What follows belongs to an exercise in optimizing a design on an open flow for small area and a short achievable clock period; a production flow would make more cautious choices.
The RTL was checked by simulation tests, not by an equivalence proof against the original design.

==> harbor: inputs <==
// risc_core
module risc_core(
    input clk,
    input rst,
    output [15:0] imem_addr,
    input  [15:0] imem_data,
    output [15:0] dmem_addr,
    output [15:0] dmem_wdata,
    output dmem_we,
    output dmem_re,
    output io_we,
    input  [15:0] dmem_rdata,
    input  mem_ready
    );
==> flow/config.mk <==
export PLATFORM = sky130hd
export DESIGN_NAME = risc_core
export DESIGN_NICKNAME = risc_core
export VERILOG_FILES = /design/flow/design.v
export SDC_FILE = /design/flow/constraint.sdc
export NUM_CORES = 4
export LEC_CHECK = 0
export CAP_MARGIN = 20
export CORE_MARGIN = 2
export CORE_UTILIZATION = 40
export CTS_BUF_LIST = sky130_fd_sc_hd__clkbuf_8
export CTS_CLUSTER_DIAMETER = 50
export CTS_CLUSTER_SIZE = 16
export SLEW_MARGIN = 20
export SYNTH_HIERARCHICAL = 1
==> flow/constraint.sdc <==
create_clock -name core_clock -period 12.0 [get_ports {clk}]
set_input_delay 2.4000 -clock core_clock [delete_from_list [all_inputs] [get_ports {clk}]]
set_output_delay 2.4000 -clock core_clock [all_outputs]
set_load 0.01 [all_outputs]
standard.sh (not shown) runs the stock make flow with config.mk's settings and CLKGATE_MAP_FILE= SYNTH_SCRIPT=/design/flow/synth_recipe.tcl, a recipe that flattens the netlist after the stock synthesis.
==> flow/flow/run.sh <==
#!/bin/bash
# The standard layout (the standard.sh: ORFS synthesis, floorplan, place,
# CTS, route, finish) with two changes to how the layout is made:
#  - timing repair aims for a setup slack margin beyond the design's 12 ns
#    period, so that the layout is repaired towards a shorter achieved period;
#  - the port buffers are buf_2 cells instead of ORFS's default pick.
# Constraints and the clock are unchanged.
set -euo pipefail
MARGIN=${MARGIN:-8}
bash standard.sh SETUP_SLACK_MARGIN=$MARGIN \
    "BUFFER_PORTS_ARGS=-buffer_cell sky130_fd_sc_hd__buf_2" finish \
    > flow_standard.log 2>&1 || { tail -50 flow_standard.log; exit 1; }
tail -5 flow_standard.log
==> lagoon: changes against harbor <==
--- a/flow/design.v
+++ b/flow/design.v
@@ -496,23 +496,25 @@
     input          go,
     input          hd,
     output [15:0]  q
     );
 genvar j;
 generate for (j = 0; j < 16; j = j + 1) begin : g_bit
     wire [4:0] o;
-    m_sel4 u_a(yo[j], s_yo, my[j], s_my, rd[j], s_rd, rf[j], s_rf[0], o[0]);
+    m_ao222 u_a(my[j], s_my, rd[j], s_rd, rf[j], s_rf[0], o[0]);
     m_sel4 u_b(rf[16+j], s_rf[1], rf[32+j], s_rf[2], rf[48+j], s_rf[3], rf[64+j], s_rf[4], o[1]);
     m_sel4 u_c(rf[80+j], s_rf[5], rf[96+j], s_rf[6], rf[112+j], s_rf[7], rf[128+j], s_rf[8], o[2]);
     m_sel4 u_d(rf[144+j], s_rf[9], rf[160+j], s_rf[10], rf[176+j], s_rf[11], rf[192+j], s_rf[12], o[3]);
     m_ao21 u_e(rf[208+j], s_rf[13], s_ff, o[4]);
     wire e, w;
     m_or5 u_o(o, e);
     m_ao22 u_w(e, go, hold[j], hd, w);
-    m_ao21 u_q(prod[j], s_prod, w, q[j]);
+    wire v;
+    m_ao21 u_v(yo[j], s_yo, w, v);
+    m_ao21 u_q(prod[j], s_prod, v, q[j]);
 end endgenerate
 endmodule
 module ldsel #(parameter W = 16) (
     input  [W-1:0] d,
     input  [W-1:0] hold,
     input          go,
     input          hd,
@@ -591,19 +593,21 @@
     );
 reg [15:0] pc;
 reg [15:0] ir;
 reg [7:0]  d_imm;
 reg [3:0]  d_wr, d_rr1, d_rr2;
 reg        cd_alusrc, cd_memwe, cd_load, cd_rfwe, cd_forget;
 reg [3:0]  cd_aluop;
+reg        cd_sub, cd_mul;     
 reg [7:0]  e_imm;
 reg [15:0] e_op1, e_op2;
 reg [3:0]  e_wr;
 reg        ce_alusrc, ce_memwe, ce_load, ce_rfwe;
 reg [3:0]  ce_aluop;
+reg        ce_sub, ce_mul;
 reg [15:0] m_op2, m_y;
 reg [3:0]  m_wr;
 reg        cm_memwe, cm_load, cm_rfwe;
 reg [1:0]  bank;
 reg [1:0]  bp;
 reg        hz;
 reg [15:0] rf [1:14];
@@ -625,22 +629,22 @@
 wire bank_en = (cd_aluop == 4'b0011) & op[3] & ~(op[2] & op[1]);
 wire [1:0] bank_q = bank + {1'b0, bank_en};
 wire l = ce_load & ((d_rr1 == e_wr) | ((d_rr2 == e_wr) & ~cd_forget));
 wire stall_ld = hz | ~l;            
 wire sd = (m_op2 != 16'h0a18);      
 wire [15:0] e_simm = {{8{e_imm[7]}}, e_imm};
 wire [15:0] alu_b  = ce_alusrc ? e_simm : e_op2;
-wire        alu_sub = (ce_aluop == 4'b0001) | (ce_aluop == 4'b0100);
+wire        alu_sub = ce_sub;
 wire [15:0] addend  = alu_sub ? ~e_op2 : alu_b;
 wire [15:0] sum     = e_op1 + addend + {15'b0, alu_sub};
 wire [15:0] diff    = sum;
 wire [15:0] prod;
 mul16lo mul(.a(e_op1), .b(e_op2), .p(prod));
 wire slt = (e_op1[15] ^ e_op2[15]) ? e_op1[15] : diff[15];
-wire is_mul = (ce_aluop == 4'b0010);
+wire is_mul = ce_mul;
 reg  [15:0] yo;                     
 always @(*)
 case (ce_aluop)
     4'b0000: yo = sum;
     4'b0001: yo = diff;
     4'b0011: yo = {e_op1[15], e_op1[15:1]};
     4'b0100: yo = {15'b0, slt};
@@ -681,22 +685,25 @@
 genvar gf;
 generate for (gf = 1; gf < 15; gf = gf + 1) begin : g_flat
     assign rf_flat[16*(gf-1) +: 16] = rf[gf];
 end endgenerate
 wire e_go, e_hd, e_gp1, e_gp2;
 gohd g_e (.mr(mr), .rst(rst), .keep(~flush_t), .en(mr), .go(e_go), .hd(e_hd));
 gohd g_p1(.mr(mr), .rst(rst), .keep(~flush_t & fe1 & is_mul), .en(mr), .go(e_gp1), .hd());
+wire e_gy1, e_gy2;
+gohd g_y1(.mr(mr), .rst(rst), .keep(~flush_t & fe1 & ~is_mul), .en(mr), .go(e_gy1), .hd());
 gohd g_p2(.mr(mr), .rst(rst), .keep(~flush_t & fe2 & is_mul), .en(mr), .go(e_gp2), .hd());
+gohd g_y2(.mr(mr), .rst(rst), .keep(~flush_t & fe2 & ~is_mul), .en(mr), .go(e_gy2), .hd());
 wire [15:0] fwd1, fwd2;
 opsel sel1(.prod(prod), .yo(yo), .my(m_y), .rd(dmem_rdata), .hold(e_op1), .rf(rf_flat),
-           .s_prod(e_gp1), .s_yo(fe1 & ~is_mul),
+           .s_prod(e_gp1), .s_yo(e_gy1),
            .s_my(fm1 & ~cm_load), .s_rd(fm1 & cm_load),
            .s_rf({14{fr1}} & oh1[14:1]), .s_ff(fr1 & oh1[15]), .go(e_go), .hd(e_hd), .q(fwd1));
 opsel sel2(.prod(prod), .yo(yo), .my(m_y), .rd(dmem_rdata), .hold(e_op2), .rf(rf_flat),
-           .s_prod(e_gp2), .s_yo(fe2 & ~is_mul),
+           .s_prod(e_gp2), .s_yo(e_gy2),
            .s_my(fm2 & ~cm_load), .s_rd(fm2 & cm_load),
            .s_rf({14{fr2}} & oh2[14:1]), .s_ff(fr2 & oh2[15]), .go(e_go), .hd(e_hd), .q(fwd2));
 wire [11:0] e_d;
 ldsel #(12) ex(.d({d_imm, d_wr}), .hold({e_imm, e_wr}), .go(e_go), .hd(e_hd), .q(e_d));
 wire m_go, m_hd, m_gp, m_gy;
 gohd g_m (.mr(mr), .rst(rst), .keep(~rst), .en(sd), .go(m_go), .hd(m_hd));
 gohd g_mp(.mr(mr), .rst(rst), .keep(is_mul), .en(sd), .go(m_gp), .hd());
@@ -729,24 +736,29 @@
     {e_imm, e_wr} <= e_d;
     e_op1 <= fwd1;
     e_op2 <= fwd2;
     m_y <= y_d;
     {m_op2, m_wr} <= m_d;
     if (rst | flush_t) begin
         cd_alusrc <= 1'b0; cd_aluop <= 4'b0; cd_memwe <= 1'b0;
+        cd_sub <= 1'b0; cd_mul <= 1'b0;
         cd_load <= 1'b0; cd_rfwe <= 1'b0; cd_forget <= 1'b0;
     end else if (stall_ld) begin
         cd_alusrc <= n_alusrc; cd_aluop <= n_aluop; cd_memwe <= n_memwe;
+        cd_sub <= (n_aluop == 4'b0001) | (n_aluop == 4'b0100);
+        cd_mul <= (n_aluop == 4'b0010);
         cd_load <= n_load; cd_rfwe <= n_rfwe; cd_forget <= n_forget;
     end
     if (rst | flush_t | ~stall_ld) begin
         ce_alusrc <= 1'b0; ce_aluop <= 4'b0; ce_memwe <= 1'b0;
+        ce_sub <= 1'b0; ce_mul <= 1'b0;
         ce_load <= 1'b0; ce_rfwe <= 1'b0;
     end else begin
         ce_alusrc <= cd_alusrc; ce_aluop <= cd_aluop; ce_memwe <= cd_memwe;
+        ce_sub <= cd_sub; ce_mul <= cd_mul;
         ce_load <= cd_load; ce_rfwe <= cd_rfwe;
     end
     if (rst) begin
         cm_memwe <= 1'b0; cm_load <= 1'b0; cm_rfwe <= 1'b0;
     end else begin
         cm_memwe <= ce_memwe; cm_load <= ce_load; cm_rfwe <= ce_rfwe;
     end
==> qor summary <==
|  | lagoon | harbor |
|---|---|---|
| Number of global-route vias before repair | 20200 | 19900 |
| Outcome | finished clean | finished clean |
| Slack of the worst reg-to-reg path | 8.05 ns | 7.94 ns |
| Smallest hold slack | 0.471 ns | 0.444 ns |
| Count of multi-input combinational gates | 1817 | 1808 |
| Sink count of the clock tree | 385 | 381 |
| Last weighted congestion value of the routability-driven placer | 0.926 | 0.924 |
| Number of standard cells after synthesis | 2404 | 2368 |
| Post-Route WL | 86200 µm | 81200 µm |
| Post-layout util | 45.9% | 47.0% |
| Worst reg2reg endpoint | m_y[15]$_DFF_P_ | e_op2[15]$_DFF_P_ |
| HPWL after detailed placement | 58800 µm | 56300 µm |
| Routed wl met2 | 39800 µm | 38300 µm |
| Average size of a mapped cell | 10.3 µm² | 10.3 µm² |
| Area used by multi-input combinational logic | 0.0144 mm² | 0.0145 mm² |
| Data required time at the worst endpoint | 12.52 ns | 12.56 ns |

[port drivers added, routing unchanged]
In the flow no input, the clock included, has a driving cell. The finished layouts below were timed again as built, in two steps. Step 1 (the two cells are an assumption about what drives the block):
set clk [get_ports {clk}]
set_driving_cell -lib_cell sky130_fd_sc_hd__clkbuf_16 $clk
set_driving_cell -lib_cell sky130_fd_sc_hd__buf_2 [delete_from_list [all_inputs] $clk]
Step 2 moves the port delays by t, midway between the first and last clock arrival at a register: inputs arrive t later, outputs are due t later. That takes back most of the time a late clock gives input paths. Three values: no drivers, after step 1, after step 2; two values: the first two.
| run | shift t [ns] | slack for setup (ns) | latest minus earliest clock arrival (ns) |
|---|---|---|---|
| harbor | 0.707 | 7.939 / 7.939 / 7.477 | 0.079 / 0.079 |
| lagoon | 0.686 | 8.046 / 8.034 / 7.395 | 0.052 / 0.052 |
After both steps every run listed still meets setup and hold. For lagoon, which loses most, drivers alone change the setup slack by -0.012 ns; drivers and shift together by -0.651 ns.
